What follows belongs to an exercise in optimizing a design on an open flow for small area; a production flow would make more cautious choices.
The RTL was checked by simulation tests, not by an equivalence proof against the original design.
Power and IR drop assume default switching activity.

==> flow/design.v, too long to show whole: its modules and the start of the top module <==
// module decoder: 13 lines
// module hm_nand2: 3 lines
// module hm_nor2: 3 lines
// module hm_xor2: 3 lines
// module hm_xnor2: 3 lines
// module hm_a21oi: 3 lines
// module hm_o21ai: 3 lines
// module hm_inv: 3 lines
// module hm_mux2i: 3 lines
// module ARITHMATIC_UNIT: 35 lines
// module ARITH_ARRAY: 2357 lines
// module Logic_Unit: 20 lines
// module CMP_Unit: 24 lines
// module Shift_Unit: 21 lines
// module ALU_TOP: 23 lines
module ALU_TOP #(parameter width = 16)(
    input [width - 1:0] A,
    input [width - 1:0] B,
    input [3:0] ALU_FUN,
    input clk,rst,
    output  [width - 1:0] Arith_OUT,
    output  Carry_OUT,
    output  Arith_Flag,
    output  [width - 1:0] Logic_OUT,
    output  Logic_Flag,
    output  [width - 1:0] CMP_OUT,
    output  CMP_Flag,
    output  [width - 1:0] Shift_OUT,
    output  Shift_Flag
    );
  // ...
==> flow/flow/run.sh <==
#!/bin/bash
# Own layout flow: the standard flow (standard.sh) with two changes:
#  - synthesis uses flow/my_synth.tcl, which is synth_recipe.tcl plus one step that
#    maps the hm_* gate modules of ARITH_ARRAY onto the matching sky130 cells
#    (flow/hm_map.v) before Yosys's synth, so ABC keeps the array's carry chains;
#  - BUFFER_PORTS_ARGS (if set below) picks the port buffer cell.
# Each tool's full output goes to the ORFS logs under orfs/logs/, and the make
# output to flow_make.log in this folder.
set -euo pipefail
HERE=$(pwd)
export HM_MAP=$HERE/flow/hm_map.v
sed "s#SYNTH_SCRIPT=[^ ]*#SYNTH_SCRIPT=$HERE/flow/my_synth.tcl#" standard.sh > my_standard.sh
grep -q "SYNTH_SCRIPT=$HERE/flow/my_synth.tcl" my_standard.sh
ARGS=()
if [ -f flow/buffer_ports_args ]; then ARGS+=("BUFFER_PORTS_ARGS=$(cat flow/buffer_ports_args)"); fi
bash my_standard.sh "${ARGS[@]}" finish > flow_make.log 2>&1
==> flow/flow/buffer_ports_args <==
-buffer_cell sky130_fd_sc_hd__buf_1
==> flow/flow/hm_map.v <==
module hm_nand2 (A, B, Y);
  input A, B;
  output Y;
  sky130_fd_sc_hd__nand2_1 _TECHMAP_REPLACE_ (.A(A), .B(B), .Y(Y));
endmodule

module hm_nor2 (A, B, Y);
  input A, B;
  output Y;
  sky130_fd_sc_hd__nor2_1 _TECHMAP_REPLACE_ (.A(A), .B(B), .Y(Y));
endmodule

module hm_xor2 (A, B, X);
  input A, B;
  output X;
  sky130_fd_sc_hd__xor2_1 _TECHMAP_REPLACE_ (.A(A), .B(B), .X(X));
endmodule

module hm_xnor2 (A, B, Y);
  input A, B;
  output Y;
  sky130_fd_sc_hd__xnor2_1 _TECHMAP_REPLACE_ (.A(A), .B(B), .Y(Y));
endmodule

module hm_a21oi (A1, A2, B1, Y);
  input A1, A2, B1;
  output Y;
  sky130_fd_sc_hd__a21oi_1 _TECHMAP_REPLACE_ (.A1(A1), .A2(A2), .B1(B1), .Y(Y));
endmodule

module hm_o21ai (A1, A2, B1, Y);
  input A1, A2, B1;
  output Y;
  sky130_fd_sc_hd__o21ai_1 _TECHMAP_REPLACE_ (.A1(A1), .A2(A2), .B1(B1), .Y(Y));
endmodule

module hm_inv (A, Y);
  input A;
  output Y;
  sky130_fd_sc_hd__inv_1 _TECHMAP_REPLACE_ (.A(A), .Y(Y));
endmodule

module hm_mux2i (A0, A1, S, Y);
  input A0, A1, S;
  output Y;
  sky130_fd_sc_hd__mux2i_1 _TECHMAP_REPLACE_ (.A0(A0), .A1(A1), .S(S), .Y(Y));
endmodule
==> flow/flow/my_synth.tcl <==
# Standard synthesis (synth_recipe.tcl) with one extra step: before Yosys's synth
# command, the small gate modules hm_* of ARITH_ARRAY are replaced by the
# matching sky130 cells (flow/hm_map.v), so that ABC keeps the array's structure.
set ::hm_done 0
proc synth {args} {
  if {!$::hm_done} {
    set ::hm_done 1
    yosys techmap -map $::env(HM_MAP)
  }
  yosys synth -nofsm -noshare {*}$args
}
source $::env(SCRIPTS_DIR)/synth.tcl
# left out here: clear keep_hierarchy, flatten, clean up, hide names made inside functions, write 1_2_yosys.v
==> flow/standard.sh <==
#!/bin/bash
# synth_recipe.tcl (not shown) runs the flow's synth.tcl, then flattens the netlist and writes it again
# the make line also repeats each setting of config.mk as NAME=value (left out here)
make -C /OpenROAD-flow-scripts/flow DESIGN_CONFIG=/design/flow/config.mk WORK_HOME=/design/flow/orfs CLKGATE_MAP_FILE= SYNTH_SCRIPT=/design/flow/synth_recipe.tcl "${@:-finish}"
==> flow/config.mk <==
export PLATFORM = sky130hd
export DESIGN_NAME = ALU_TOP
export DESIGN_NICKNAME = ALU_TOP
export VERILOG_FILES = /design/flow/design.v
export SDC_FILE = /design/flow/constraint.sdc
export NUM_CORES = 4
export LEC_CHECK = 0
export CAP_MARGIN = 20
export CORE_MARGIN = 2
export CORE_UTILIZATION = 40
export PLACE_DENSITY = 0.75
export SETUP_SLACK_MARGIN = -0.8
export SLEW_MARGIN = 20
==> flow/constraint.sdc <==
create_clock -name core_clock -period 33.0 [get_ports {clk}]
set_input_delay 6.6000 -clock core_clock [delete_from_list [all_inputs] [get_ports {clk}]]
set_output_delay 6.6000 -clock core_clock [all_outputs]
set_load 0.01 [all_outputs]
==> run_results.csv, run 1 <==
group,metric,value,unit
critical_path,cpMostUsedCell,"o21ai_1",
detailed_routing,avgViaCountPerCell,5.37,
synthesis,synthMuxAreaShare,0.0459,
critical_path,path_max_fanout,11,
layout,area_growth_syn_to_layout,18.2,%
place,port_buffers,92,
synthesis,syn-cell-area,9550,sq um
synthesis,synth_top_area_share,0.144,
outcome,status,"complete, no violations",
cts,h-tree-depth,2,
critical_path,cp.arrival,31690,ps
place,gp_congestion,1.01,
critical_path,cp-start-kind,"input pin",
timing,worst_slack,1510,ps
pwr,seqPwrFrac,0.103,
pwr,p_seq,0.0763,mW
layout,buf_share,0.0941,
critical_path,critPathTopFamily,"compound AO/OA/AOI/OAI gates",
detailed_routing,ant_nets,0,
pwr,swShare,0.532,
cts,cts_hold_buf,0,
layout,drive_gt1_frac,0.109,
synthesis,yosysUniqueCellTypes,40,
critical_path,cp_slowest_cell,"or3_1",
synthesis,yosysMostFrequentCell,"nand2_1",
==> module ARITHMATIC_UNIT, before the edit <==
module ARITHMATIC_UNIT #(parameter width = 16)(
    input [width - 1:0] A,
    input [width - 1:0] B,
    input [3:0] ALU_FUN,
    input clk,rst,
    input Arith_Enable,
    output reg [width - 1:0] Arith_OUT,
    output reg Carry_OUT,
    output reg Arith_Flag,
    output A_lt_B,
    output A_eq_B
    );
    wire div = ALU_FUN[1] & ALU_FUN[0];
    wire mul = ALU_FUN[1] & ~ALU_FUN[0];
    wire as0 = ~ALU_FUN[1] | ALU_FUN[3];
    wire mul0 = mul & ~ALU_FUN[3];
    wire sub = ALU_FUN[0] | ALU_FUN[3];
    wire [15:0] Q;
    wire [16:0] P;
    ARITH_ARRAY arr (.A(A), .B(B), .div(div), .mul(mul), .as0(as0), .mul0(mul0), .sub(sub), .Q(Q), .P(P));
    assign A_lt_B = P[16];
    assign A_eq_B = ~|P[15:0];
    always@(posedge clk or negedge rst) begin
        if (!rst) begin
            Arith_OUT <= 0;
            Arith_Flag <= 0;
            Carry_OUT <= 0;
        end
        else begin
            Arith_Flag <= Arith_Enable;
            Arith_OUT <= {width{Arith_Enable}} & (div ? Q : P[15:0]);
            Carry_OUT <= Arith_Enable & ~div & P[16];
        end
    end
endmodule
==> run 2, diff against run 1 <==
--- a/flow/design.v
+++ b/flow/design.v
@@ -31,16 +31,22 @@
   assign Y = ~((A1 | A2) & B1);
 endmodule
 module hm_inv (input A, output Y);
   assign Y = ~A;
 endmodule
 module hm_mux2i (input A0, A1, S, output Y);
   assign Y = ~(S ? A1 : A0);
 endmodule
+module hm_a22o (input A1, A2, B1, B2, output X);
+  assign X = (A1 & A2) | (B1 & B2);
+endmodule
+module hm_a2bb2o (input A1_N, A2_N, B1, B2, output X);
+  assign X = (~A1_N & ~A2_N) | (B1 & B2);
+endmodule
 `timescale 1ns / 1ps
 module ARITHMATIC_UNIT #(parameter width = 16)(
     input [width - 1:0] A,
     input [width - 1:0] B,
     input [3:0] ALU_FUN,
     input clk,rst,
     input Arith_Enable,
     output reg [width - 1:0] Arith_OUT,
@@ -49,38 +55,43 @@
     output A_lt_B,
     output A_eq_B
     );
     wire div = ALU_FUN[1] & ALU_FUN[0];
     wire mul = ALU_FUN[1] & ~ALU_FUN[0];
     wire as0 = ~ALU_FUN[1] | ALU_FUN[3];
     wire mul0 = mul & ~ALU_FUN[3];
     wire sub = ALU_FUN[0] | ALU_FUN[3];
-    wire [15:0] Q;
+    wire [15:0] AD;    
     wire [16:0] P;
-    ARITH_ARRAY arr (.A(A), .B(B), .div(div), .mul(mul), .as0(as0), .mul0(mul0), .sub(sub), .Q(Q), .P(P));
+    wire ena_div = Arith_Enable & div;
+    wire ena_nd = Arith_Enable & ~div;
+    ARITH_ARRAY arr (.A(A), .B(B), .div(div), .mul(mul), .as0(as0), .mul0(mul0), .sub(sub),
+                     .ena_div(ena_div), .ena_div_n(~ena_div), .ena_nd(ena_nd), .AD(AD), .P(P));
     assign A_lt_B = P[16];
     assign A_eq_B = ~|P[15:0];
     always@(posedge clk or negedge rst) begin
         if (!rst) begin
             Arith_OUT <= 0;
             Arith_Flag <= 0;
             Carry_OUT <= 0;
         end
         else begin
             Arith_Flag <= Arith_Enable;
-            Arith_OUT <= {width{Arith_Enable}} & (div ? Q : P[15:0]);
-            Carry_OUT <= Arith_Enable & ~div & P[16];
+            Arith_OUT <= AD;
+            Carry_OUT <= ena_nd & P[16];
         end
     end
 endmodule
 module ARITH_ARRAY (
     input [15:0] A, input [15:0] B, input div, input mul, input as0, input mul0, input sub,
-    output [15:0] Q, output [16:0] P);
+    input ena_div, input ena_div_n, input ena_nd,
+    output [15:0] AD, output [16:0] P);
   wire muln = ~mul;
+  wire v0 = div & ~B[0];
   wire [15:0] An = ~A;
   wire x0_0 = A[0] & ~mul0;
   wire y0_0 = mul0 ? (A[0] & B[0]) : (B[0] ^ sub);
   wire y0n_0 = ~y0_0;
   wire y0_1 = mul0 ? (A[1] & B[0]) : (B[1] ^ sub);
   wire y0n_1 = ~y0_1;
   wire y0_2 = mul0 ? (A[2] & B[0]) : (B[2] ^ sub);
   wire y0n_2 = ~y0_2;
@@ -1302,94 +1313,106 @@
   wire r0_t12;
   wire r0_R12;
   wire r0_t13;
   wire r0_R13;
   wire r0_t14;
   wire r0_R14;
   wire r0_t15;
   wire r0_R15;
-  wire r15_c1 = div & (A[15] | ~B[0]);
+  wire ad_0;
+  wire ad_1;
+  wire ad_2;
+  wire ad_3;
+  wire ad_4;
+  wire ad_5;
+  wire ad_6;
+  wire ad_7;
+  wire ad_8;
+  wire ad_9;
+  wire ad_10;
+  wire ad_11;
+  wire ad_12;
+  wire ad_13;
+  wire ad_14;
+  wire ad_15;
+  wire r15_c1 = xa_15 | v0;
   hm_a21oi u1 (.A1(hz_15), .A2(r15_c1), .B1(mul), .Y(r15_seln));
-  wire q15 = ~r15_seln;
   hm_nand2 u2 (.A(en_0), .B(nn_15), .Y(r15_t0));
   hm_nor2 u3 (.A(r15_seln), .B(r15_t0), .Y(r15_u0));
   hm_xnor2 u4 (.A(xa_15), .B(r15_u0), .Y(r15_R0));
   hm_nand2 u5 (.A(A[1]), .B(B[15]), .Y(r15_yb1));
   hm_xnor2 u6 (.A(r15_yb1), .B(r15_c1), .Y(r15_R1));
-  wire r14_c1 = div & (A[14] | ~B[0]);
+  wire r14_c1 = xa_14 | v0;
   hm_nand2 u7 (.A(en_1), .B(nn_14), .Y(r14_yb1));
   hm_nor2 u8 (.A(r15_R0), .B(r14_yb1), .Y(r14_g1));
   hm_nand2 u9 (.A(r15_R0), .B(r14_yb1), .Y(r14_p1));
   hm_a21oi u10 (.A1(r14_p1), .A2(r14_c1), .B1(r14_g1), .Y(r14_c2));
   hm_o21ai u11 (.A1(hzn_14), .A2(r14_c2), .B1(muln), .Y(r14_sel));
-  wire q14 = r14_sel;
   hm_nor2 u12 (.A(e_0), .B(n_14), .Y(r14_t0));
   hm_nand2 u13 (.A(r14_sel), .B(r14_t0), .Y(r14_u0));
   hm_xor2 u14 (.A(xa_14), .B(r14_u0), .X(r14_R0));
   hm_xnor2 u15 (.A(r14_yb1), .B(r14_c1), .Y(r14_t1));
   hm_nand2 u16 (.A(r14_sel), .B(r14_t1), .Y(r14_u1));
   hm_xor2 u17 (.A(r15_R0), .B(r14_u1), .X(r14_R1));
   hm_nand2 u18 (.A(A[2]), .B(B[14]), .Y(r14_yb2));
   hm_xnor2 u19 (.A(r15_R1), .B(r14_yb2), .Y(r14_h2));
   hm_xnor2 u20 (.A(r14_h2), .B(r14_c2), .Y(r14_R2));
-  wire r13_c1 = div & (A[13] | ~B[0]);
+  wire r13_c1 = xa_13 | v0;
   hm_nand2 u21 (.A(en_1), .B(nn_13), .Y(r13_yb1));
   hm_nor2 u22 (.A(r14_R0), .B(r13_yb1), .Y(r13_g1));
   hm_nand2 u23 (.A(r14_R0), .B(r13_yb1), .Y(r13_p1));
   hm_a21oi u24 (.A1(r13_p1), .A2(r13_c1), .B1(r13_g1), .Y(r13_c2));
   hm_nor2 u25 (.A(e_2), .B(n_13), .Y(r13_y2));
   hm_nand2 u26 (.A(r14_R1), .B(r13_y2), .Y(r13_g2));
   hm_nor2 u27 (.A(r14_R1), .B(r13_y2), .Y(r13_p2));
   hm_o21ai u28 (.A1(r13_p2), .A2(r13_c2), .B1(r13_g2), .Y(r13_c3));
   hm_a21oi u29 (.A1(hz_13), .A2(r13_c3), .B1(mul), .Y(r13_seln));
-  wire q13 = ~r13_seln;
   hm_nand2 u30 (.A(en_0), .B(nn_13), .Y(r13_t0));
   hm_nor2 u31 (.A(r13_seln), .B(r13_t0), .Y(r13_u0));
   hm_xnor2 u32 (.A(xa_13), .B(r13_u0), .Y(r13_R0));
   hm_xor2 u33 (.A(r13_yb1), .B(r13_c1), .X(r13_t1));
   hm_nor2 u34 (.A(r13_seln), .B(r13_t1), .Y(r13_u1));
   hm_xnor2 u35 (.A(r14_R0), .B(r13_u1), .Y(r13_R1));
   hm_xor2 u36 (.A(r13_y2), .B(r13_c2), .X(r13_t2));
   hm_nor2 u37 (.A(r13_seln), .B(r13_t2), .Y(r13_u2));
   hm_xnor2 u38 (.A(r14_R1), .B(r13_u2), .Y(r13_R2));
   hm_nand2 u39 (.A(A[3]), .B(B[13]), .Y(r13_yb3));
   hm_xnor2 u40 (.A(r14_R2), .B(r13_yb3), .Y(r13_h3));
   hm_xor2 u41 (.A(r13_h3), .B(r13_c3), .X(r13_R3));
-  wire r12_c1 = div & (A[12] | ~B[0]);
+  wire r12_c1 = xa_12 | v0;
   hm_nand2 u42 (.A(en_1), .B(nn_12), .Y(r12_yb1));
   hm_nor2 u43 (.A(r13_R0), .B(r12_yb1), .Y(r12_g1));
   hm_nand2 u44 (.A(r13_R0), .B(r12_yb1), .Y(r12_p1));
   hm_a21oi u45 (.A1(r12_p1), .A2(r12_c1), .B1(r12_g1), .Y(r12_c2));
   hm_nor2 u46 (.A(e_2), .B(n_12), .Y(r12_y2));
   hm_nand2 u47 (.A(r13_R1), .B(r12_y2), .Y(r12_g2));
   hm_nor2 u48 (.A(r13_R1), .B(r12_y2), .Y(r12_p2));
   hm_o21ai u49 (.A1(r12_p2), .A2(r12_c2), .B1(r12_g2), .Y(r12_c3));
   hm_nand2 u50 (.A(en_3), .B(nn_12), .Y(r12_yb3));
   hm_nor2 u51 (.A(r13_R2), .B(r12_yb3), .Y(r12_g3));
   hm_nand2 u52 (.A(r13_R2), .B(r12_yb3), .Y(r12_p3));
   hm_a21oi u53 (.A1(r12_p3), .A2(r12_c3), .B1(r12_g3), .Y(r12_c4));
   hm_o21ai u54 (.A1(hzn_12), .A2(r12_c4), .B1(muln), .Y(r12_sel));
-  wire q12 = r12_sel;
   hm_nor2 u55 (.A(e_0), .B(n_12), .Y(r12_t0));
   hm_nand2 u56 (.A(r12_sel), .B(r12_t0), .Y(r12_u0));
   hm_xor2 u57 (.A(xa_12), .B(r12_u0), .X(r12_R0));
   hm_xnor2 u58 (.A(r12_yb1), .B(r12_c1), .Y(r12_t1));
   hm_nand2 u59 (.A(r12_sel), .B(r12_t1), .Y(r12_u1));
   hm_xor2 u60 (.A(r13_R0), .B(r12_u1), .X(r12_R1));
   hm_xnor2 u61 (.A(r12_y2), .B(r12_c2), .Y(r12_t2));
   hm_nand2 u62 (.A(r12_sel), .B(r12_t2), .Y(r12_u2));
   hm_xor2 u63 (.A(r13_R1), .B(r12_u2), .X(r12_R2));
   hm_xnor2 u64 (.A(r12_yb3), .B(r12_c3), .Y(r12_t3));
   hm_nand2 u65 (.A(r12_sel), .B(r12_t3), .Y(r12_u3));
   hm_xor2 u66 (.A(r13_R2), .B(r12_u3), .X(r12_R3));
   hm_nand2 u67 (.A(A[4]), .B(B[12]), .Y(r12_yb4));
   hm_xnor2 u68 (.A(r13_R3), .B(r12_yb4), .Y(r12_h4));
   hm_xnor2 u69 (.A(r12_h4), .B(r12_c4), .Y(r12_R4));
-  wire r11_c1 = div & (A[11] | ~B[0]);
+  wire r11_c1 = xa_11 | v0;
   hm_nand2 u70 (.A(en_1), .B(nn_11), .Y(r11_yb1));
   hm_nor2 u71 (.A(r12_R0), .B(r11_yb1), .Y(r11_g1));
   hm_nand2 u72 (.A(r12_R0), .B(r11_yb1), .Y(r11_p1));
   hm_a21oi u73 (.A1(r11_p1), .A2(r11_c1), .B1(r11_g1), .Y(r11_c2));
   hm_nor2 u74 (.A(e_2), .B(n_11), .Y(r11_y2));
   hm_nand2 u75 (.A(r12_R1), .B(r11_y2), .Y(r11_g2));
   hm_nor2 u76 (.A(r12_R1), .B(r11_y2), .Y(r11_p2));
   hm_o21ai u77 (.A1(r11_p2), .A2(r11_c2), .B1(r11_g2), .Y(r11_c3));
@@ -1397,17 +1420,16 @@
   hm_nor2 u79 (.A(r12_R2), .B(r11_yb3), .Y(r11_g3));
   hm_nand2 u80 (.A(r12_R2), .B(r11_yb3), .Y(r11_p3));
   hm_a21oi u81 (.A1(r11_p3), .A2(r11_c3), .B1(r11_g3), .Y(r11_c4));
   hm_nor2 u82 (.A(e_4), .B(n_11), .Y(r11_y4));
   hm_nand2 u83 (.A(r12_R3), .B(r11_y4), .Y(r11_g4));
   hm_nor2 u84 (.A(r12_R3), .B(r11_y4), .Y(r11_p4));
   hm_o21ai u85 (.A1(r11_p4), .A2(r11_c4), .B1(r11_g4), .Y(r11_c5));
   hm_a21oi u86 (.A1(hz_11), .A2(r11_c5), .B1(mul), .Y(r11_seln));
-  wire q11 = ~r11_seln;
   hm_nand2 u87 (.A(en_0), .B(nn_11), .Y(r11_t0));
   hm_nor2 u88 (.A(r11_seln), .B(r11_t0), .Y(r11_u0));
   hm_xor2 u89 (.A(xa_11), .B(r11_u0), .X(r11_R0));
   hm_xor2 u90 (.A(r11_yb1), .B(r11_c1), .X(r11_t1));
   hm_nor2 u91 (.A(r11_seln), .B(r11_t1), .Y(r11_u1));
   hm_xnor2 u92 (.A(r12_R0), .B(r11_u1), .Y(r11_R1));
   hm_xor2 u93 (.A(r11_y2), .B(r11_c2), .X(r11_t2));
   hm_nor2 u94 (.A(r11_seln), .B(r11_t2), .Y(r11_u2));
@@ -1416,17 +1438,17 @@
   hm_nor2 u97 (.A(r11_seln), .B(r11_t3), .Y(r11_u3));
   hm_xor2 u98 (.A(r12_R2), .B(r11_u3), .X(r11_R3));
   hm_xor2 u99 (.A(r11_y4), .B(r11_c4), .X(r11_t4));
   hm_nor2 u100 (.A(r11_seln), .B(r11_t4), .Y(r11_u4));
   hm_xnor2 u101 (.A(r12_R3), .B(r11_u4), .Y(r11_R4));
   hm_nand2 u102 (.A(A[5]), .B(B[11]), .Y(r11_yb5));
   hm_xnor2 u103 (.A(r12_R4), .B(r11_yb5), .Y(r11_h5));
   hm_xor2 u104 (.A(r11_h5), .B(r11_c5), .X(r11_R5));
-  wire r10_c1 = div & (A[10] | ~B[0]);
+  wire r10_c1 = xa_10 | v0;
   hm_nor2 u105 (.A(e_1), .B(n_10), .Y(r10_y1));
   hm_nand2 u106 (.A(r11_R0), .B(r10_y1), .Y(r10_g1));
   hm_nor2 u107 (.A(r11_R0), .B(r10_y1), .Y(r10_p1));
   hm_nor2 u108 (.A(e_2), .B(n_10), .Y(r10_y2));
   hm_nand2 u109 (.A(r11_R1), .B(r10_y2), .Y(r10_g2));
   hm_nor2 u110 (.A(r11_R1), .B(r10_y2), .Y(r10_p2));
   hm_o21ai u111 (.A1(r10_p2), .A2(r10_g1), .B1(r10_g2), .Y(r10_G1));
   hm_nor2 u112 (.A(r10_p1), .B(r10_p2), .Y(r10_P1));
@@ -1444,17 +1466,16 @@
   hm_o21ai u124 (.A1(r10_P3), .A2(r10_c3), .B1(r10_G3), .Y(r10_c5));
   hm_inv u125 (.A(r10_c3), .Y(r10_ci3));
   hm_a21oi u126 (.A1(r10_p3), .A2(r10_ci3), .B1(r10_g3), .Y(r10_c4));
   hm_nand2 u127 (.A(en_5), .B(nn_10), .Y(r10_yb5));
   hm_nor2 u128 (.A(r11_R4), .B(r10_yb5), .Y(r10_g5));
   hm_nand2 u129 (.A(r11_R4), .B(r10_yb5), .Y(r10_p5));
   hm_a21oi u130 (.A1(r10_p5), .A2(r10_c5), .B1(r10_g5), .Y(r10_c6));
   hm_o21ai u131 (.A1(hzn_10), .A2(r10_c6), .B1(muln), .Y(r10_sel));
-  wire q10 = r10_sel;
   hm_nor2 u132 (.A(e_0), .B(n_10), .Y(r10_t0));
   hm_nand2 u133 (.A(r10_sel), .B(r10_t0), .Y(r10_u0));
   hm_xnor2 u134 (.A(xa_10), .B(r10_u0), .Y(r10_R0));
   hm_xor2 u135 (.A(r10_y1), .B(r10_c1), .X(r10_t1));
   hm_nand2 u136 (.A(r10_sel), .B(r10_t1), .Y(r10_u1));
   hm_xnor2 u137 (.A(r11_R0), .B(r10_u1), .Y(r10_R1));
   hm_xor2 u138 (.A(r10_y2), .B(r10_c2), .X(r10_t2));
   hm_nand2 u139 (.A(r10_sel), .B(r10_t2), .Y(r10_u2));
@@ -1466,17 +1487,17 @@
   hm_nand2 u145 (.A(r10_sel), .B(r10_t4), .Y(r10_u4));
   hm_xor2 u146 (.A(r11_R3), .B(r10_u4), .X(r10_R4));
   hm_xnor2 u147 (.A(r10_yb5), .B(r10_c5), .Y(r10_t5));
   hm_nand2 u148 (.A(r10_sel), .B(r10_t5), .Y(r10_u5));
   hm_xor2 u149 (.A(r11_R4), .B(r10_u5), .X(r10_R5));
   hm_nand2 u150 (.A(A[6]), .B(B[10]), .Y(r10_yb6));
   hm_xnor2 u151 (.A(r11_R5), .B(r10_yb6), .Y(r10_h6));
   hm_xnor2 u152 (.A(r10_h6), .B(r10_c6), .Y(r10_R6));
-  wire r9_c1 = div & (A[9] | ~B[0]);
+  wire r9_c1 = xa_9 | v0;
   hm_nor2 u153 (.A(e_1), .B(n_9), .Y(r9_y1));
   hm_nand2 u154 (.A(r10_R0), .B(r9_y1), .Y(r9_g1));
   hm_nor2 u155 (.A(r10_R0), .B(r9_y1), .Y(r9_p1));
   hm_nor2 u156 (.A(e_2), .B(n_9), .Y(r9_y2));
   hm_nand2 u157 (.A(r10_R1), .B(r9_y2), .Y(r9_g2));
   hm_nor2 u158 (.A(r10_R1), .B(r9_y2), .Y(r9_p2));
   hm_o21ai u159 (.A1(r9_p2), .A2(r9_g1), .B1(r9_g2), .Y(r9_G1));
   hm_nor2 u160 (.A(r9_p1), .B(r9_p2), .Y(r9_P1));
@@ -1501,17 +1522,16 @@
   hm_nand2 u179 (.A(r10_R5), .B(r9_y6), .Y(r9_g6));
   hm_nor2 u180 (.A(r10_R5), .B(r9_y6), .Y(r9_p6));
   hm_o21ai u181 (.A1(r9_p6), .A2(r9_g5), .B1(r9_g6), .Y(r9_G5));
   hm_nor2 u182 (.A(r9_p5), .B(r9_p6), .Y(r9_P5));
   hm_a21oi u183 (.A1(r9_P5), .A2(r9_c5), .B1(r9_G5), .Y(r9_c7));
   hm_inv u184 (.A(r9_c5), .Y(r9_ci5));
   hm_o21ai u185 (.A1(r9_p5), .A2(r9_ci5), .B1(r9_g5), .Y(r9_c6));
   hm_o21ai u186 (.A1(hzn_9), .A2(r9_c7), .B1(muln), .Y(r9_sel));
-  wire q9 = r9_sel;
   hm_nor2 u187 (.A(e_0), .B(n_9), .Y(r9_t0));
   hm_nand2 u188 (.A(r9_sel), .B(r9_t0), .Y(r9_u0));
   hm_xnor2 u189 (.A(xa_9), .B(r9_u0), .Y(r9_R0));
   hm_xor2 u190 (.A(r9_y1), .B(r9_c1), .X(r9_t1));
   hm_nand2 u191 (.A(r9_sel), .B(r9_t1), .Y(r9_u1));
   hm_xnor2 u192 (.A(r10_R0), .B(r9_u1), .Y(r9_R1));
   hm_xor2 u193 (.A(r9_y2), .B(r9_c2), .X(r9_t2));
   hm_nand2 u194 (.A(r9_sel), .B(r9_t2), .Y(r9_u2));
@@ -1526,17 +1546,17 @@
   hm_nand2 u203 (.A(r9_sel), .B(r9_t5), .Y(r9_u5));
   hm_xnor2 u204 (.A(r10_R4), .B(r9_u5), .Y(r9_R5));
   hm_xor2 u205 (.A(r9_y6), .B(r9_c6), .X(r9_t6));
   hm_nand2 u206 (.A(r9_sel), .B(r9_t6), .Y(r9_u6));
   hm_xnor2 u207 (.A(r10_R5), .B(r9_u6), .Y(r9_R6));
   hm_nand2 u208 (.A(A[7]), .B(B[9]), .Y(r9_yb7));
   hm_xnor2 u209 (.A(r10_R6), .B(r9_yb7), .Y(r9_h7));
   hm_xnor2 u210 (.A(r9_h7), .B(r9_c7), .Y(r9_R7));
-  wire r8_c1 = div & (A[8] | ~B[0]);
+  wire r8_c1 = xa_8 | v0;
   hm_nor2 u211 (.A(e_1), .B(n_8), .Y(r8_y1));
   hm_nand2 u212 (.A(r9_R0), .B(r8_y1), .Y(r8_g1));
   hm_nor2 u213 (.A(r9_R0), .B(r8_y1), .Y(r8_p1));
   hm_nor2 u214 (.A(e_2), .B(n_8), .Y(r8_y2));
   hm_nand2 u215 (.A(r9_R1), .B(r8_y2), .Y(r8_g2));
   hm_nor2 u216 (.A(r9_R1), .B(r8_y2), .Y(r8_p2));
   hm_o21ai u217 (.A1(r8_p2), .A2(r8_g1), .B1(r8_g2), .Y(r8_G1));
   hm_nor2 u218 (.A(r8_p1), .B(r8_p2), .Y(r8_P1));
@@ -1565,17 +1585,16 @@
   hm_a21oi u241 (.A1(r8_P5), .A2(r8_c5), .B1(r8_G5), .Y(r8_c7));
   hm_inv u242 (.A(r8_c5), .Y(r8_ci5));
   hm_o21ai u243 (.A1(r8_p5), .A2(r8_ci5), .B1(r8_g5), .Y(r8_c6));
   hm_nor2 u244 (.A(e_7), .B(n_8), .Y(r8_y7));
   hm_nand2 u245 (.A(r9_R6), .B(r8_y7), .Y(r8_g7));
   hm_nor2 u246 (.A(r9_R6), .B(r8_y7), .Y(r8_p7));
   hm_o21ai u247 (.A1(r8_p7), .A2(r8_c7), .B1(r8_g7), .Y(r8_c8));
   hm_a21oi u248 (.A1(hz_8), .A2(r8_c8), .B1(mul), .Y(r8_seln));
-  wire q8 = ~r8_seln;
   hm_nand2 u249 (.A(en_0), .B(nn_8), .Y(r8_t0));
   hm_nor2 u250 (.A(r8_seln), .B(r8_t0), .Y(r8_u0));
   hm_xor2 u251 (.A(xa_8), .B(r8_u0), .X(r8_R0));
   hm_xnor2 u252 (.A(r8_y1), .B(r8_c1), .Y(r8_t1));
   hm_nor2 u253 (.A(r8_seln), .B(r8_t1), .Y(r8_u1));
   hm_xor2 u254 (.A(r9_R0), .B(r8_u1), .X(r8_R1));
   hm_xnor2 u255 (.A(r8_y2), .B(r8_c2), .Y(r8_t2));
   hm_nor2 u256 (.A(r8_seln), .B(r8_t2), .Y(r8_u2));
@@ -1593,17 +1612,17 @@
   hm_nor2 u268 (.A(r8_seln), .B(r8_t6), .Y(r8_u6));
   hm_xnor2 u269 (.A(r9_R5), .B(r8_u6), .Y(r8_R6));
   hm_xor2 u270 (.A(r8_y7), .B(r8_c7), .X(r8_t7));
   hm_nor2 u271 (.A(r8_seln), .B(r8_t7), .Y(r8_u7));
   hm_xnor2 u272 (.A(r9_R6), .B(r8_u7), .Y(r8_R7));
   hm_nand2 u273 (.A(A[8]), .B(B[8]), .Y(r8_yb8));
   hm_xnor2 u274 (.A(r9_R7), .B(r8_yb8), .Y(r8_h8));
   hm_xor2 u275 (.A(r8_h8), .B(r8_c8), .X(r8_R8));
-  wire r7_c1 = div & (A[7] | ~B[0]);
+  wire r7_c1 = xa_7 | v0;
   hm_nor2 u276 (.A(e_1), .B(n_7), .Y(r7_y1));
   hm_nand2 u277 (.A(r8_R0), .B(r7_y1), .Y(r7_g1));
   hm_nor2 u278 (.A(r8_R0), .B(r7_y1), .Y(r7_p1));
   hm_nor2 u279 (.A(e_2), .B(n_7), .Y(r7_y2));
   hm_nand2 u280 (.A(r8_R1), .B(r7_y2), .Y(r7_g2));
   hm_nor2 u281 (.A(r8_R1), .B(r7_y2), .Y(r7_p2));
   hm_o21ai u282 (.A1(r7_p2), .A2(r7_g1), .B1(r7_g2), .Y(r7_G1));
   hm_nor2 u283 (.A(r7_p1), .B(r7_p2), .Y(r7_P1));
@@ -1639,17 +1658,16 @@
   hm_nor2 u313 (.A(r8_R7), .B(r7_yb8), .Y(r7_g8));
   hm_nand2 u314 (.A(r8_R7), .B(r7_yb8), .Y(r7_p8));
   hm_a21oi u315 (.A1(r7_p8), .A2(r7_g7), .B1(r7_g8), .Y(r7_G7));
   hm_nand2 u316 (.A(r7_p7), .B(r7_p8), .Y(r7_P7));
   hm_o21ai u317 (.A1(r7_P7), .A2(r7_c7), .B1(r7_G7), .Y(r7_c9));
   hm_inv u318 (.A(r7_c7), .Y(r7_ci7));
   hm_a21oi u319 (.A1(r7_p7), .A2(r7_ci7), .B1(r7_g7), .Y(r7_c8));
   hm_a21oi u320 (.A1(hz_7), .A2(r7_c9), .B1(mul), .Y(r7_seln));
-  wire q7 = ~r7_seln;
   hm_nand2 u321 (.A(en_0), .B(nn_7), .Y(r7_t0));
   hm_nor2 u322 (.A(r7_seln), .B(r7_t0), .Y(r7_u0));
   hm_xor2 u323 (.A(xa_7), .B(r7_u0), .X(r7_R0));
   hm_xnor2 u324 (.A(r7_y1), .B(r7_c1), .Y(r7_t1));
   hm_nor2 u325 (.A(r7_seln), .B(r7_t1), .Y(r7_u1));
   hm_xor2 u326 (.A(r8_R0), .B(r7_u1), .X(r7_R1));
   hm_xnor2 u327 (.A(r7_y2), .B(r7_c2), .Y(r7_t2));
   hm_nor2 u328 (.A(r7_seln), .B(r7_t2), .Y(r7_u2));
@@ -1670,17 +1688,17 @@
   hm_nor2 u343 (.A(r7_seln), .B(r7_t7), .Y(r7_u7));
   hm_xor2 u344 (.A(r8_R6), .B(r7_u7), .X(r7_R7));
   hm_xnor2 u345 (.A(r7_yb8), .B(r7_c8), .Y(r7_t8));
   hm_nor2 u346 (.A(r7_seln), .B(r7_t8), .Y(r7_u8));
   hm_xor2 u347 (.A(r8_R7), .B(r7_u8), .X(r7_R8));
   hm_nand2 u348 (.A(A[9]), .B(B[7]), .Y(r7_yb9));
   hm_xnor2 u349 (.A(r8_R8), .B(r7_yb9), .Y(r7_h9));
   hm_xor2 u350 (.A(r7_h9), .B(r7_c9), .X(r7_R9));
-  wire r6_c1 = div & (A[6] | ~B[0]);
+  wire r6_c1 = xa_6 | v0;
   hm_nor2 u351 (.A(e_1), .B(n_6), .Y(r6_y1));
   hm_nand2 u352 (.A(r7_R0), .B(r6_y1), .Y(r6_g1));
   hm_nor2 u353 (.A(r7_R0), .B(r6_y1), .Y(r6_p1));
   hm_nor2 u354 (.A(e_2), .B(n_6), .Y(r6_y2));
   hm_nand2 u355 (.A(r7_R1), .B(r6_y2), .Y(r6_g2));
   hm_nor2 u356 (.A(r7_R1), .B(r6_y2), .Y(r6_p2));
   hm_o21ai u357 (.A1(r6_p2), .A2(r6_g1), .B1(r6_g2), .Y(r6_G1));
   hm_nor2 u358 (.A(r6_p1), .B(r6_p2), .Y(r6_P1));
@@ -1720,17 +1738,16 @@
   hm_o21ai u392 (.A1(r6_P7), .A2(r6_c7), .B1(r6_G7), .Y(r6_c9));
   hm_inv u393 (.A(r6_c7), .Y(r6_ci7));
   hm_a21oi u394 (.A1(r6_p7), .A2(r6_ci7), .B1(r6_g7), .Y(r6_c8));
   hm_nand2 u395 (.A(en_9), .B(nn_6), .Y(r6_yb9));
   hm_nor2 u396 (.A(r7_R8), .B(r6_yb9), .Y(r6_g9));
   hm_nand2 u397 (.A(r7_R8), .B(r6_yb9), .Y(r6_p9));
   hm_a21oi u398 (.A1(r6_p9), .A2(r6_c9), .B1(r6_g9), .Y(r6_c10));
   hm_o21ai u399 (.A1(hzn_6), .A2(r6_c10), .B1(muln), .Y(r6_sel));
-  wire q6 = r6_sel;
   hm_nor2 u400 (.A(e_0), .B(n_6), .Y(r6_t0));
   hm_nand2 u401 (.A(r6_sel), .B(r6_t0), .Y(r6_u0));
   hm_xnor2 u402 (.A(xa_6), .B(r6_u0), .Y(r6_R0));
   hm_xor2 u403 (.A(r6_y1), .B(r6_c1), .X(r6_t1));
   hm_nand2 u404 (.A(r6_sel), .B(r6_t1), .Y(r6_u1));
   hm_xnor2 u405 (.A(r7_R0), .B(r6_u1), .Y(r6_R1));
   hm_xor2 u406 (.A(r6_y2), .B(r6_c2), .X(r6_t2));
   hm_nand2 u407 (.A(r6_sel), .B(r6_t2), .Y(r6_u2));
@@ -1754,17 +1771,17 @@
   hm_nand2 u425 (.A(r6_sel), .B(r6_t8), .Y(r6_u8));
   hm_xor2 u426 (.A(r7_R7), .B(r6_u8), .X(r6_R8));
   hm_xnor2 u427 (.A(r6_yb9), .B(r6_c9), .Y(r6_t9));
   hm_nand2 u428 (.A(r6_sel), .B(r6_t9), .Y(r6_u9));
   hm_xor2 u429 (.A(r7_R8), .B(r6_u9), .X(r6_R9));
   hm_nand2 u430 (.A(A[10]), .B(B[6]), .Y(r6_yb10));
   hm_xnor2 u431 (.A(r7_R9), .B(r6_yb10), .Y(r6_h10));
   hm_xnor2 u432 (.A(r6_h10), .B(r6_c10), .Y(r6_R10));
-  wire r5_c1 = div & (A[5] | ~B[0]);
+  wire r5_c1 = xa_5 | v0;
   hm_nor2 u433 (.A(e_1), .B(n_5), .Y(r5_y1));
   hm_nand2 u434 (.A(r6_R0), .B(r5_y1), .Y(r5_g1));
   hm_nor2 u435 (.A(r6_R0), .B(r5_y1), .Y(r5_p1));
   hm_nor2 u436 (.A(e_2), .B(n_5), .Y(r5_y2));
   hm_nand2 u437 (.A(r6_R1), .B(r5_y2), .Y(r5_g2));
   hm_nor2 u438 (.A(r6_R1), .B(r5_y2), .Y(r5_p2));
   hm_o21ai u439 (.A1(r5_p2), .A2(r5_g1), .B1(r5_g2), .Y(r5_G1));
   hm_nor2 u440 (.A(r5_p1), .B(r5_p2), .Y(r5_P1));
@@ -1811,17 +1828,16 @@
   hm_nand2 u481 (.A(r6_R9), .B(r5_y10), .Y(r5_g10));
   hm_nor2 u482 (.A(r6_R9), .B(r5_y10), .Y(r5_p10));
   hm_o21ai u483 (.A1(r5_p10), .A2(r5_g9), .B1(r5_g10), .Y(r5_G9));
   hm_nor2 u484 (.A(r5_p9), .B(r5_p10), .Y(r5_P9));
   hm_a21oi u485 (.A1(r5_P9), .A2(r5_c9), .B1(r5_G9), .Y(r5_c11));
   hm_inv u486 (.A(r5_c9), .Y(r5_ci9));
   hm_o21ai u487 (.A1(r5_p9), .A2(r5_ci9), .B1(r5_g9), .Y(r5_c10));
   hm_o21ai u488 (.A1(hzn_5), .A2(r5_c11), .B1(muln), .Y(r5_sel));
-  wire q5 = r5_sel;
   hm_nor2 u489 (.A(e_0), .B(n_5), .Y(r5_t0));
   hm_nand2 u490 (.A(r5_sel), .B(r5_t0), .Y(r5_u0));
   hm_xnor2 u491 (.A(xa_5), .B(r5_u0), .Y(r5_R0));
   hm_xor2 u492 (.A(r5_y1), .B(r5_c1), .X(r5_t1));
   hm_nand2 u493 (.A(r5_sel), .B(r5_t1), .Y(r5_u1));
   hm_xnor2 u494 (.A(r6_R0), .B(r5_u1), .Y(r5_R1));
   hm_xor2 u495 (.A(r5_y2), .B(r5_c2), .X(r5_t2));
   hm_nand2 u496 (.A(r5_sel), .B(r5_t2), .Y(r5_u2));
@@ -1848,17 +1864,17 @@
   hm_nand2 u517 (.A(r5_sel), .B(r5_t9), .Y(r5_u9));
   hm_xnor2 u518 (.A(r6_R8), .B(r5_u9), .Y(r5_R9));
   hm_xor2 u519 (.A(r5_y10), .B(r5_c10), .X(r5_t10));
   hm_nand2 u520 (.A(r5_sel), .B(r5_t10), .Y(r5_u10));
   hm_xnor2 u521 (.A(r6_R9), .B(r5_u10), .Y(r5_R10));
   hm_nand2 u522 (.A(A[11]), .B(B[5]), .Y(r5_yb11));
   hm_xnor2 u523 (.A(r6_R10), .B(r5_yb11), .Y(r5_h11));
   hm_xnor2 u524 (.A(r5_h11), .B(r5_c11), .Y(r5_R11));
-  wire r4_c1 = div & (A[4] | ~B[0]);
+  wire r4_c1 = xa_4 | v0;
   hm_nor2 u525 (.A(e_1), .B(n_4), .Y(r4_y1));
   hm_nand2 u526 (.A(r5_R0), .B(r4_y1), .Y(r4_g1));
   hm_nor2 u527 (.A(r5_R0), .B(r4_y1), .Y(r4_p1));
   hm_nor2 u528 (.A(e_2), .B(n_4), .Y(r4_y2));
   hm_nand2 u529 (.A(r5_R1), .B(r4_y2), .Y(r4_g2));
   hm_nor2 u530 (.A(r5_R1), .B(r4_y2), .Y(r4_p2));
   hm_o21ai u531 (.A1(r4_p2), .A2(r4_g1), .B1(r4_g2), .Y(r4_G1));
   hm_nor2 u532 (.A(r4_p1), .B(r4_p2), .Y(r4_P1));
@@ -1909,17 +1925,16 @@
   hm_a21oi u577 (.A1(r4_P9), .A2(r4_c9), .B1(r4_G9), .Y(r4_c11));
   hm_inv u578 (.A(r4_c9), .Y(r4_ci9));
   hm_o21ai u579 (.A1(r4_p9), .A2(r4_ci9), .B1(r4_g9), .Y(r4_c10));
   hm_nor2 u580 (.A(e_11), .B(n_4), .Y(r4_y11));
   hm_nand2 u581 (.A(r5_R10), .B(r4_y11), .Y(r4_g11));
   hm_nor2 u582 (.A(r5_R10), .B(r4_y11), .Y(r4_p11));
   hm_o21ai u583 (.A1(r4_p11), .A2(r4_c11), .B1(r4_g11), .Y(r4_c12));
   hm_a21oi u584 (.A1(hz_4), .A2(r4_c12), .B1(mul), .Y(r4_seln));
-  wire q4 = ~r4_seln;
   hm_nand2 u585 (.A(en_0), .B(nn_4), .Y(r4_t0));
   hm_nor2 u586 (.A(r4_seln), .B(r4_t0), .Y(r4_u0));
   hm_xor2 u587 (.A(xa_4), .B(r4_u0), .X(r4_R0));
   hm_xnor2 u588 (.A(r4_y1), .B(r4_c1), .Y(r4_t1));
   hm_nor2 u589 (.A(r4_seln), .B(r4_t1), .Y(r4_u1));
   hm_xor2 u590 (.A(r5_R0), .B(r4_u1), .X(r4_R1));
   hm_xnor2 u591 (.A(r4_y2), .B(r4_c2), .Y(r4_t2));
   hm_nor2 u592 (.A(r4_seln), .B(r4_t2), .Y(r4_u2));
@@ -1949,17 +1964,17 @@
   hm_nor2 u616 (.A(r4_seln), .B(r4_t10), .Y(r4_u10));
   hm_xnor2 u617 (.A(r5_R9), .B(r4_u10), .Y(r4_R10));
   hm_xor2 u618 (.A(r4_y11), .B(r4_c11), .X(r4_t11));
   hm_nor2 u619 (.A(r4_seln), .B(r4_t11), .Y(r4_u11));
   hm_xnor2 u620 (.A(r5_R10), .B(r4_u11), .Y(r4_R11));
   hm_nand2 u621 (.A(A[12]), .B(B[4]), .Y(r4_yb12));
   hm_xnor2 u622 (.A(r5_R11), .B(r4_yb12), .Y(r4_h12));
   hm_xor2 u623 (.A(r4_h12), .B(r4_c12), .X(r4_R12));
-  wire r3_c1 = div & (A[3] | ~B[0]);
+  wire r3_c1 = xa_3 | v0;
   hm_nor2 u624 (.A(e_1), .B(n_3), .Y(r3_y1));
   hm_nand2 u625 (.A(r4_R0), .B(r3_y1), .Y(r3_g1));
   hm_nor2 u626 (.A(r4_R0), .B(r3_y1), .Y(r3_p1));
   hm_nor2 u627 (.A(e_2), .B(n_3), .Y(r3_y2));
   hm_nand2 u628 (.A(r4_R1), .B(r3_y2), .Y(r3_g2));
   hm_nor2 u629 (.A(r4_R1), .B(r3_y2), .Y(r3_p2));
   hm_o21ai u630 (.A1(r3_p2), .A2(r3_g1), .B1(r3_g2), .Y(r3_G1));
   hm_nor2 u631 (.A(r3_p1), .B(r3_p2), .Y(r3_P1));
@@ -2017,17 +2032,16 @@
   hm_nor2 u683 (.A(r4_R11), .B(r3_yb12), .Y(r3_g12));
   hm_nand2 u684 (.A(r4_R11), .B(r3_yb12), .Y(r3_p12));
   hm_a21oi u685 (.A1(r3_p12), .A2(r3_g11), .B1(r3_g12), .Y(r3_G11));
   hm_nand2 u686 (.A(r3_p11), .B(r3_p12), .Y(r3_P11));
   hm_o21ai u687 (.A1(r3_P11), .A2(r3_c11), .B1(r3_G11), .Y(r3_c13));
   hm_inv u688 (.A(r3_c11), .Y(r3_ci11));
   hm_a21oi u689 (.A1(r3_p11), .A2(r3_ci11), .B1(r3_g11), .Y(r3_c12));
   hm_a21oi u690 (.A1(hz_3), .A2(r3_c13), .B1(mul), .Y(r3_seln));
-  wire q3 = ~r3_seln;
   hm_nand2 u691 (.A(en_0), .B(nn_3), .Y(r3_t0));
   hm_nor2 u692 (.A(r3_seln), .B(r3_t0), .Y(r3_u0));
   hm_xor2 u693 (.A(xa_3), .B(r3_u0), .X(r3_R0));
   hm_xnor2 u694 (.A(r3_y1), .B(r3_c1), .Y(r3_t1));
   hm_nor2 u695 (.A(r3_seln), .B(r3_t1), .Y(r3_u1));
   hm_xor2 u696 (.A(r4_R0), .B(r3_u1), .X(r3_R1));
   hm_xnor2 u697 (.A(r3_y2), .B(r3_c2), .Y(r3_t2));
   hm_nor2 u698 (.A(r3_seln), .B(r3_t2), .Y(r3_u2));
@@ -2060,17 +2074,17 @@
   hm_nor2 u725 (.A(r3_seln), .B(r3_t11), .Y(r3_u11));
   hm_xor2 u726 (.A(r4_R10), .B(r3_u11), .X(r3_R11));
   hm_xnor2 u727 (.A(r3_yb12), .B(r3_c12), .Y(r3_t12));
   hm_nor2 u728 (.A(r3_seln), .B(r3_t12), .Y(r3_u12));
   hm_xor2 u729 (.A(r4_R11), .B(r3_u12), .X(r3_R12));
   hm_nand2 u730 (.A(A[13]), .B(B[3]), .Y(r3_yb13));
   hm_xnor2 u731 (.A(r4_R12), .B(r3_yb13), .Y(r3_h13));
   hm_xor2 u732 (.A(r3_h13), .B(r3_c13), .X(r3_R13));
-  wire r2_c1 = div & (A[2] | ~B[0]);
+  wire r2_c1 = xa_2 | v0;
   hm_nor2 u733 (.A(e_1), .B(n_2), .Y(r2_y1));
   hm_nand2 u734 (.A(r3_R0), .B(r2_y1), .Y(r2_g1));
   hm_nor2 u735 (.A(r3_R0), .B(r2_y1), .Y(r2_p1));
   hm_nor2 u736 (.A(e_2), .B(n_2), .Y(r2_y2));
   hm_nand2 u737 (.A(r3_R1), .B(r2_y2), .Y(r2_g2));
   hm_nor2 u738 (.A(r3_R1), .B(r2_y2), .Y(r2_p2));
   hm_o21ai u739 (.A1(r2_p2), .A2(r2_g1), .B1(r2_g2), .Y(r2_G1));
   hm_nor2 u740 (.A(r2_p1), .B(r2_p2), .Y(r2_P1));
@@ -2132,17 +2146,16 @@
   hm_o21ai u796 (.A1(r2_P11), .A2(r2_c11), .B1(r2_G11), .Y(r2_c13));
   hm_inv u797 (.A(r2_c11), .Y(r2_ci11));
   hm_a21oi u798 (.A1(r2_p11), .A2(r2_ci11), .B1(r2_g11), .Y(r2_c12));
   hm_nand2 u799 (.A(en_13), .B(nn_2), .Y(r2_yb13));
   hm_nor2 u800 (.A(r3_R12), .B(r2_yb13), .Y(r2_g13));
   hm_nand2 u801 (.A(r3_R12), .B(r2_yb13), .Y(r2_p13));
   hm_a21oi u802 (.A1(r2_p13), .A2(r2_c13), .B1(r2_g13), .Y(r2_c14));
   hm_o21ai u803 (.A1(hzn_2), .A2(r2_c14), .B1(muln), .Y(r2_sel));
-  wire q2 = r2_sel;
   hm_nor2 u804 (.A(e_0), .B(n_2), .Y(r2_t0));
   hm_nand2 u805 (.A(r2_sel), .B(r2_t0), .Y(r2_u0));
   hm_xnor2 u806 (.A(xa_2), .B(r2_u0), .Y(r2_R0));
   hm_xor2 u807 (.A(r2_y1), .B(r2_c1), .X(r2_t1));
   hm_nand2 u808 (.A(r2_sel), .B(r2_t1), .Y(r2_u1));
   hm_xnor2 u809 (.A(r3_R0), .B(r2_u1), .Y(r2_R1));
   hm_xor2 u810 (.A(r2_y2), .B(r2_c2), .X(r2_t2));
   hm_nand2 u811 (.A(r2_sel), .B(r2_t2), .Y(r2_u2));
@@ -2178,17 +2191,17 @@
   hm_nand2 u841 (.A(r2_sel), .B(r2_t12), .Y(r2_u12));
   hm_xor2 u842 (.A(r3_R11), .B(r2_u12), .X(r2_R12));
   hm_xnor2 u843 (.A(r2_yb13), .B(r2_c13), .Y(r2_t13));
   hm_nand2 u844 (.A(r2_sel), .B(r2_t13), .Y(r2_u13));
   hm_xor2 u845 (.A(r3_R12), .B(r2_u13), .X(r2_R13));
   hm_nand2 u846 (.A(A[14]), .B(B[2]), .Y(r2_yb14));
   hm_xnor2 u847 (.A(r3_R13), .B(r2_yb14), .Y(r2_h14));
   hm_xnor2 u848 (.A(r2_h14), .B(r2_c14), .Y(r2_R14));
-  wire r1_c1 = div & (A[1] | ~B[0]);
+  wire r1_c1 = xa_1 | v0;
   hm_nor2 u849 (.A(e_1), .B(n_1), .Y(r1_y1));
   hm_nand2 u850 (.A(r2_R0), .B(r1_y1), .Y(r1_g1));
   hm_nor2 u851 (.A(r2_R0), .B(r1_y1), .Y(r1_p1));
   hm_nor2 u852 (.A(e_2), .B(n_1), .Y(r1_y2));
   hm_nand2 u853 (.A(r2_R1), .B(r1_y2), .Y(r1_g2));
   hm_nor2 u854 (.A(r2_R1), .B(r1_y2), .Y(r1_p2));
   hm_o21ai u855 (.A1(r1_p2), .A2(r1_g1), .B1(r1_g2), .Y(r1_G1));
   hm_nor2 u856 (.A(r1_p1), .B(r1_p2), .Y(r1_P1));
@@ -2257,17 +2270,16 @@
   hm_nand2 u919 (.A(r2_R13), .B(r1_y14), .Y(r1_g14));
   hm_nor2 u920 (.A(r2_R13), .B(r1_y14), .Y(r1_p14));
   hm_o21ai u921 (.A1(r1_p14), .A2(r1_g13), .B1(r1_g14), .Y(r1_G13));
   hm_nor2 u922 (.A(r1_p13), .B(r1_p14), .Y(r1_P13));
   hm_a21oi u923 (.A1(r1_P13), .A2(r1_c13), .B1(r1_G13), .Y(r1_c15));
   hm_inv u924 (.A(r1_c13), .Y(r1_ci13));
   hm_o21ai u925 (.A1(r1_p13), .A2(r1_ci13), .B1(r1_g13), .Y(r1_c14));
   hm_o21ai u926 (.A1(hzn_1), .A2(r1_c15), .B1(muln), .Y(r1_sel));
-  wire q1 = r1_sel;
   hm_nor2 u927 (.A(e_0), .B(n_1), .Y(r1_t0));
   hm_nand2 u928 (.A(r1_sel), .B(r1_t0), .Y(r1_u0));
   hm_xor2 u929 (.A(xa_1), .B(r1_u0), .X(r1_R0));
   hm_xor2 u930 (.A(r1_y1), .B(r1_c1), .X(r1_t1));
   hm_nand2 u931 (.A(r1_sel), .B(r1_t1), .Y(r1_u1));
   hm_xor2 u932 (.A(r2_R0), .B(r1_u1), .X(r1_R1));
   hm_xor2 u933 (.A(r1_y2), .B(r1_c2), .X(r1_t2));
   hm_nand2 u934 (.A(r1_sel), .B(r1_t2), .Y(r1_u2));
@@ -2388,17 +2400,16 @@
   hm_o21ai u1048 (.A1(r0_p14), .A2(r0_g13), .B1(r0_g14), .Y(r0_G13));
   hm_nor2 u1049 (.A(r0_p13), .B(r0_p14), .Y(r0_P13));
   hm_a21oi u1050 (.A1(r0_P13), .A2(r0_c13), .B1(r0_G13), .Y(r0_c15));
   hm_inv u1051 (.A(r0_c13), .Y(r0_ci13));
   hm_o21ai u1052 (.A1(r0_p13), .A2(r0_ci13), .B1(r0_g13), .Y(r0_c14));
   hm_nand2 u1053 (.A(r0_x15), .B(y0_15), .Y(r0_g15));
   hm_nor2 u1054 (.A(r0_x15), .B(y0_15), .Y(r0_p15));
   hm_o21ai u1055 (.A1(r0_p15), .A2(r0_c15), .B1(r0_g15), .Y(r0_c16));
-  wire q0 = r0_c16;
   wire r0_R0 = x0_0 ^ y0_0 ^ sub;
   hm_xor2 u1056 (.A(y0_1), .B(r0_c1), .X(r0_t1));
   hm_xor2 u1057 (.A(r0_x1), .B(r0_t1), .X(r0_R1));
   hm_xor2 u1058 (.A(y0_2), .B(r0_c2), .X(r0_t2));
   hm_xor2 u1059 (.A(r0_x2), .B(r0_t2), .X(r0_R2));
   hm_xor2 u1060 (.A(y0n_3), .B(r0_c3), .X(r0_t3));
   hm_xnor2 u1061 (.A(r0_x3), .B(r0_t3), .Y(r0_R3));
   hm_xor2 u1062 (.A(y0n_4), .B(r0_c4), .X(r0_t4));
@@ -2421,17 +2432,33 @@
   hm_xnor2 u1079 (.A(r0_x12), .B(r0_t12), .Y(r0_R12));
   hm_xor2 u1080 (.A(y0_13), .B(r0_c13), .X(r0_t13));
   hm_xor2 u1081 (.A(r0_x13), .B(r0_t13), .X(r0_R13));
   hm_xor2 u1082 (.A(y0_14), .B(r0_c14), .X(r0_t14));
   hm_xor2 u1083 (.A(r0_x14), .B(r0_t14), .X(r0_R14));
   hm_xnor2 u1084 (.A(y0_15), .B(r0_c15), .Y(r0_t15));
   hm_xor2 u1085 (.A(r0_x15), .B(r0_t15), .X(r0_R15));
   wire r0_R16 = (as0 ? sub : r1_R15) ^ r0_c16;
-  assign Q = {q15, q14, q13, q12, q11, q10, q9, q8, q7, q6, q5, q4, q3, q2, q1, q0};
+  hm_a22o u1086 (.A1(ena_div), .A2(r0_c16), .B1(ena_nd), .B2(r0_R0), .X(ad_0));
+  hm_a22o u1087 (.A1(ena_div), .A2(r1_sel), .B1(ena_nd), .B2(r0_R1), .X(ad_1));
+  hm_a22o u1088 (.A1(ena_div), .A2(r2_sel), .B1(ena_nd), .B2(r0_R2), .X(ad_2));
+  hm_a2bb2o u1089 (.A1_N(r3_seln), .A2_N(ena_div_n), .B1(ena_nd), .B2(r0_R3), .X(ad_3));
+  hm_a2bb2o u1090 (.A1_N(r4_seln), .A2_N(ena_div_n), .B1(ena_nd), .B2(r0_R4), .X(ad_4));
+  hm_a22o u1091 (.A1(ena_div), .A2(r5_sel), .B1(ena_nd), .B2(r0_R5), .X(ad_5));
+  hm_a22o u1092 (.A1(ena_div), .A2(r6_sel), .B1(ena_nd), .B2(r0_R6), .X(ad_6));
+  hm_a2bb2o u1093 (.A1_N(r7_seln), .A2_N(ena_div_n), .B1(ena_nd), .B2(r0_R7), .X(ad_7));
+  hm_a2bb2o u1094 (.A1_N(r8_seln), .A2_N(ena_div_n), .B1(ena_nd), .B2(r0_R8), .X(ad_8));
+  hm_a22o u1095 (.A1(ena_div), .A2(r9_sel), .B1(ena_nd), .B2(r0_R9), .X(ad_9));
+  hm_a22o u1096 (.A1(ena_div), .A2(r10_sel), .B1(ena_nd), .B2(r0_R10), .X(ad_10));
+  hm_a2bb2o u1097 (.A1_N(r11_seln), .A2_N(ena_div_n), .B1(ena_nd), .B2(r0_R11), .X(ad_11));
+  hm_a22o u1098 (.A1(ena_div), .A2(r12_sel), .B1(ena_nd), .B2(r0_R12), .X(ad_12));
+  hm_a2bb2o u1099 (.A1_N(r13_seln), .A2_N(ena_div_n), .B1(ena_nd), .B2(r0_R13), .X(ad_13));
+  hm_a22o u1100 (.A1(ena_div), .A2(r14_sel), .B1(ena_nd), .B2(r0_R14), .X(ad_14));
+  hm_a2bb2o u1101 (.A1_N(r15_seln), .A2_N(ena_div_n), .B1(ena_nd), .B2(r0_R15), .X(ad_15));
+  assign AD = {ad_15, ad_14, ad_13, ad_12, ad_11, ad_10, ad_9, ad_8, ad_7, ad_6, ad_5, ad_4, ad_3, ad_2, ad_1, ad_0};
   assign P = {r0_R16, r0_R15, r0_R14, r0_R13, r0_R12, r0_R11, r0_R10, r0_R9, r0_R8, r0_R7, r0_R6, r0_R5, r0_R4, r0_R3, r0_R2, r0_R1, r0_R0};
 endmodule
 `timescale 1ns / 1ps
 module Logic_Unit #(parameter width = 16)(
     input [width - 1:0] A,
     input [width - 1:0] B,
     input [1:0] ALU_FUN,
     input clk,rst,
--- a/flow/flow/hm_map.v
+++ b/flow/flow/hm_map.v
@@ -40,8 +40,20 @@
   sky130_fd_sc_hd__inv_1 _TECHMAP_REPLACE_ (.A(A), .Y(Y));
 endmodule
 
 module hm_mux2i (A0, A1, S, Y);
   input A0, A1, S;
   output Y;
   sky130_fd_sc_hd__mux2i_1 _TECHMAP_REPLACE_ (.A0(A0), .A1(A1), .S(S), .Y(Y));
 endmodule
+
+module hm_a22o (A1, A2, B1, B2, X);
+  input A1, A2, B1, B2;
+  output X;
+  sky130_fd_sc_hd__a22o_1 _TECHMAP_REPLACE_ (.A1(A1), .A2(A2), .B1(B1), .B2(B2), .X(X));
+endmodule
+
+module hm_a2bb2o (A1_N, A2_N, B1, B2, X);
+  input A1_N, A2_N, B1, B2;
+  output X;
+  sky130_fd_sc_hd__a2bb2o_1 _TECHMAP_REPLACE_ (.A1_N(A1_N), .A2_N(A2_N), .B1(B1), .B2(B2), .X(X));
+endmodule
==> flow/config.mk (replaced) <==
export PLATFORM = sky130hd
export DESIGN_NAME = ALU_TOP
export DESIGN_NICKNAME = ALU_TOP
export VERILOG_FILES = /design/flow/design.v
export SDC_FILE = /design/flow/constraint.sdc
export NUM_CORES = 4
export LEC_CHECK = 0
export CAP_MARGIN = 20
export CORE_MARGIN = 2
export CORE_UTILIZATION = 40
export PLACE_DENSITY = 0.75
export SETUP_SLACK_MARGIN = -0.5
export SLEW_MARGIN = 20
==> run_results.csv, run 2 <==
group,metric,value,unit
global_route,met3_usage,0.0261,
synthesis,synth_top_area_share,0.144,
global_route,grt_use_met1,0.313,
synthesis,yosysUniqueCellTypes,47,
synthesis,yosysWarnings,5,
synthesis,async_flop_share,1.00,
global_route,grt.total_usage,0.249,
critical_path,cp-startpoint,"B[5]",
global_route,grt_max_degree,58,
critical_path,required,33180,ps
place,gp_congestion,1.01,
synthesis,synth-edff-count,0,
synthesis,syn-cell-area,9550,sq um
cts,cts_tree,"done",
global_route,gr-total-overflow,0,
cts,h-tree-depth,2,
floorplan,rows,56,
cts,numCtsBuffers,5,
hold_path,hold_path_class,"in2async",
synthesis,synth-seq-area-share,0.144,
critical_path,crit_type,"in2reg",
cts,cts.sinks,55,
layout,nets,1689,
critical_path,cpPeakStageDelay,570,ps
layout,drive_gt1_frac,0.113,
synthesis,synth_area_per_cell,6.32,sq um
detailed_routing,dr.pass1.iters,7,
detailed_routing,vias,10600,
critical_path,crit_buf_inv,10,
critical_path,cp_slowest_cell,"or4_1",
floorplan,design.core.area,23500,sq um
timing,setup_viol,0,
timing,timing.fmax,0.0324,GHz
floorplan,die_w,159,um
critical_path,cp.arrival,31040,ps
timing,report.final.hold_viol_count,0,
timing,slew_headroom,0.316,
layout,utilization,0.480,
floorplan,fp.dieH,159,um
detailed_routing,drtIter0Drc,951,
timing,min_period,30860,ps
detailed_routing,postRouteWirelength,32100,um
outcome,status,"complete, no violations",
layout,mostFrequentLayoutCells,"nand2_1, nor2_1, xor2_1, xnor2_1, a21oi_1",
synthesis,yosys.area.top_type,"dfrtp_1",
floorplan,io_pins,107,
pwr,power_density,65.1,nW/um^2
critical_path,path_max_fanout,14,
detailed_routing,wl_per_cell,16.3,um
timing,drv_slew,0,
pwr,p_leak,5.12,nW
run,maxCapViolCount,0,
timing,worstMarginPinSlew,1030,ps
critical_path,cp-start-kind,"input pin",
detailed_routing,avgViaCountPerCell,5.36,
place,place_hpwl,24600,um
layout,fillers,2279,
synthesis,synthTopCellsByArea,"dfrtp_1, xor2_1, xnor2_1",
global_route,grt_pass1_wl,49500,um
layout,area_growth_syn_to_layout,17.8,%
critical_path,critPathTopFamily,"compound AO/OA/AOI/OAI gates",
timing,tns,0,ps
layout,layout_commonest_cell,"nand2_1",
global_route,grt.busiest_layer,"met2",
floorplan,fp.dieArea,25100,sq um
timing,min_period_over_period,0.935,
critical_path,cpMostUsedCell,"a21oi_1",
pwr,peakVddDrop,0.0000575,V
layout,multi_input_area,8040,sq um
cts,path_clk_slew,70,ps
synthesis,ys.flop_type,"dfrtp_1",
floorplan,initial_core_util,0.407,
synthesis,ys_seq_elements,55,
synthesis,yosysMostFrequentCell,"nand2_1",
global_route,grt_util_met2,0.408,
cts,ctsLongestPathBuffers,2,
place,port_buffers,92,
global_route,antenna_found_initial,0,
synthesis,synth_commonest_cells,"nand2_1, nor2_1, xor2_1",
global_route,grt_pass1_vias,9619,
detailed_routing,drc,0,
place,pre_cts_ws,-290,ps
layout,antenna_cells,0,
detailed_routing,ant_nets,0,
layout,top_regs,"d1.Arith_OUT (16), d2.Logic_OUT (16), d4.Shift_OUT (16)",
layout,regArea,1380,sq um
timing,timing.hold.ws,6430,ps
timing,worst_slack,2140,ps
critical_path,critical_path.endpoint_type,"register",
synthesis,synthCells,1512,
cts,cts_root_buf,"clkbuf_16",
==> run 2: cell types whose count changed after synthesis, moves of 3 or more <==
cell / change
nand2_1: -18
a21oi_1: -11
a22o_1: +9
clkbuf_1: -9
a211oi_1: -8
nor2_1: -8
a2bb2o_1: +7
inv_1: -7
maj3_1: +5
buf_2: +4
o21ai_0: -4
buf_4: +3
==> run 2: final cells by class <==
class	count	share of cell area
Clock buffer	6	0.0123
Inverter	94	0.0313
Timing Repair Buffer	170	0.0830
Tap cell	319	0.0355
Clock inverter	2	0.00144
Multi-Input combinational cell	1324	0.714
Sequential cell	55	0.122
==> run 2: timing repair <==
| item | 4_1_cts | 5_1_grt |
|---|---|---|
| setup endpoints to repair | 0 | 19 |
| hold buffers | 0 | 0 |
| gates resized for setup | 0 | 83 |
| setup buffers | 0 | 5 |
==> run 2: logic make-up after synthesis <==
kind of cell    count (synthesis)  synth area share
simple gates                  682             0.286
xor+xnor                      301             0.276
compound gates                280             0.162
buf+inv                       146            0.0661
flops                          55             0.144
mux                            30            0.0468
fa+ha+maj                      17            0.0189
other cells                     1          0.000393
==> run 2: stage by stage <==
step	instance area, sq um	total power [mW]	cells
5_1_grt	11300	0.792	1970
3_5_place_dp	10600	0.640	1957
3_3_place_gp	10600	0.638	1957
6_report	11300	0.732	1970
4_1_cts	10800	0.698	1965
2_1_floorplan	9600	0.512	1525
==> run 2: how the worst max path moves through the flow <==
stage,endpoint,depth (start not counted)
detailed placement,d3.cmp[1],150
CTS,d3.cmp[1],150
finish,d3.cmp[1],148
global placement,d3.cmp[1],150
floorplan,d3.cmp[1],150
global route,d3.cmp[1],150
==> run 2: power breakdown <==
group	internal (mW)	switching [mW]
sequential	0.0741	0.00184
combinational	0.232	0.369
clock	0.0304	0.0251
==> run 2: layer usage <==
| metal | wire length [um] | up-vias |
|---|---|---|
| met5 | 0 | - |
| met4 | 2200 | 0 |
| met3 | 2970 | 142 |
| met2 | 14300 | 568 |
| met1 | 12600 | 4738 |
| li1 | - | 5113 |

re-timing with driven ports:
No port has a modelled driver above. Below, the same layouts with a new extraction and two added sets of constraints. Step 1 assumes that a clkbuf_16 drives the clock port and a buf_2 every other input. Step 2, shift: input delay + t, output delay - t, t = (earliest + latest rising clock arrival at the registers) / 2. This alone moves slack from input paths to output paths. a / b / c = ideal ports / drivers / drivers and shift; a / b = the first two.
run | shift t [ns] | slack for setup (ns) | worst setup path at the end | worst register clock-pin slew, ns | pins driven straight from the clock port
run 1 | 0.340 | 1.514 / 1.539 / 1.199 | input to register | 0.08 / 0.08 | 1
run 2 | 0.330 | 2.141 / 2.151 / 1.822 | input to register | 0.08 / 0.08 | 1
After both steps setup and hold are still met in every run listed. The setup slack of run 2, which loses most, moves by +0.010 ns with the drivers and by -0.319 ns with both steps.
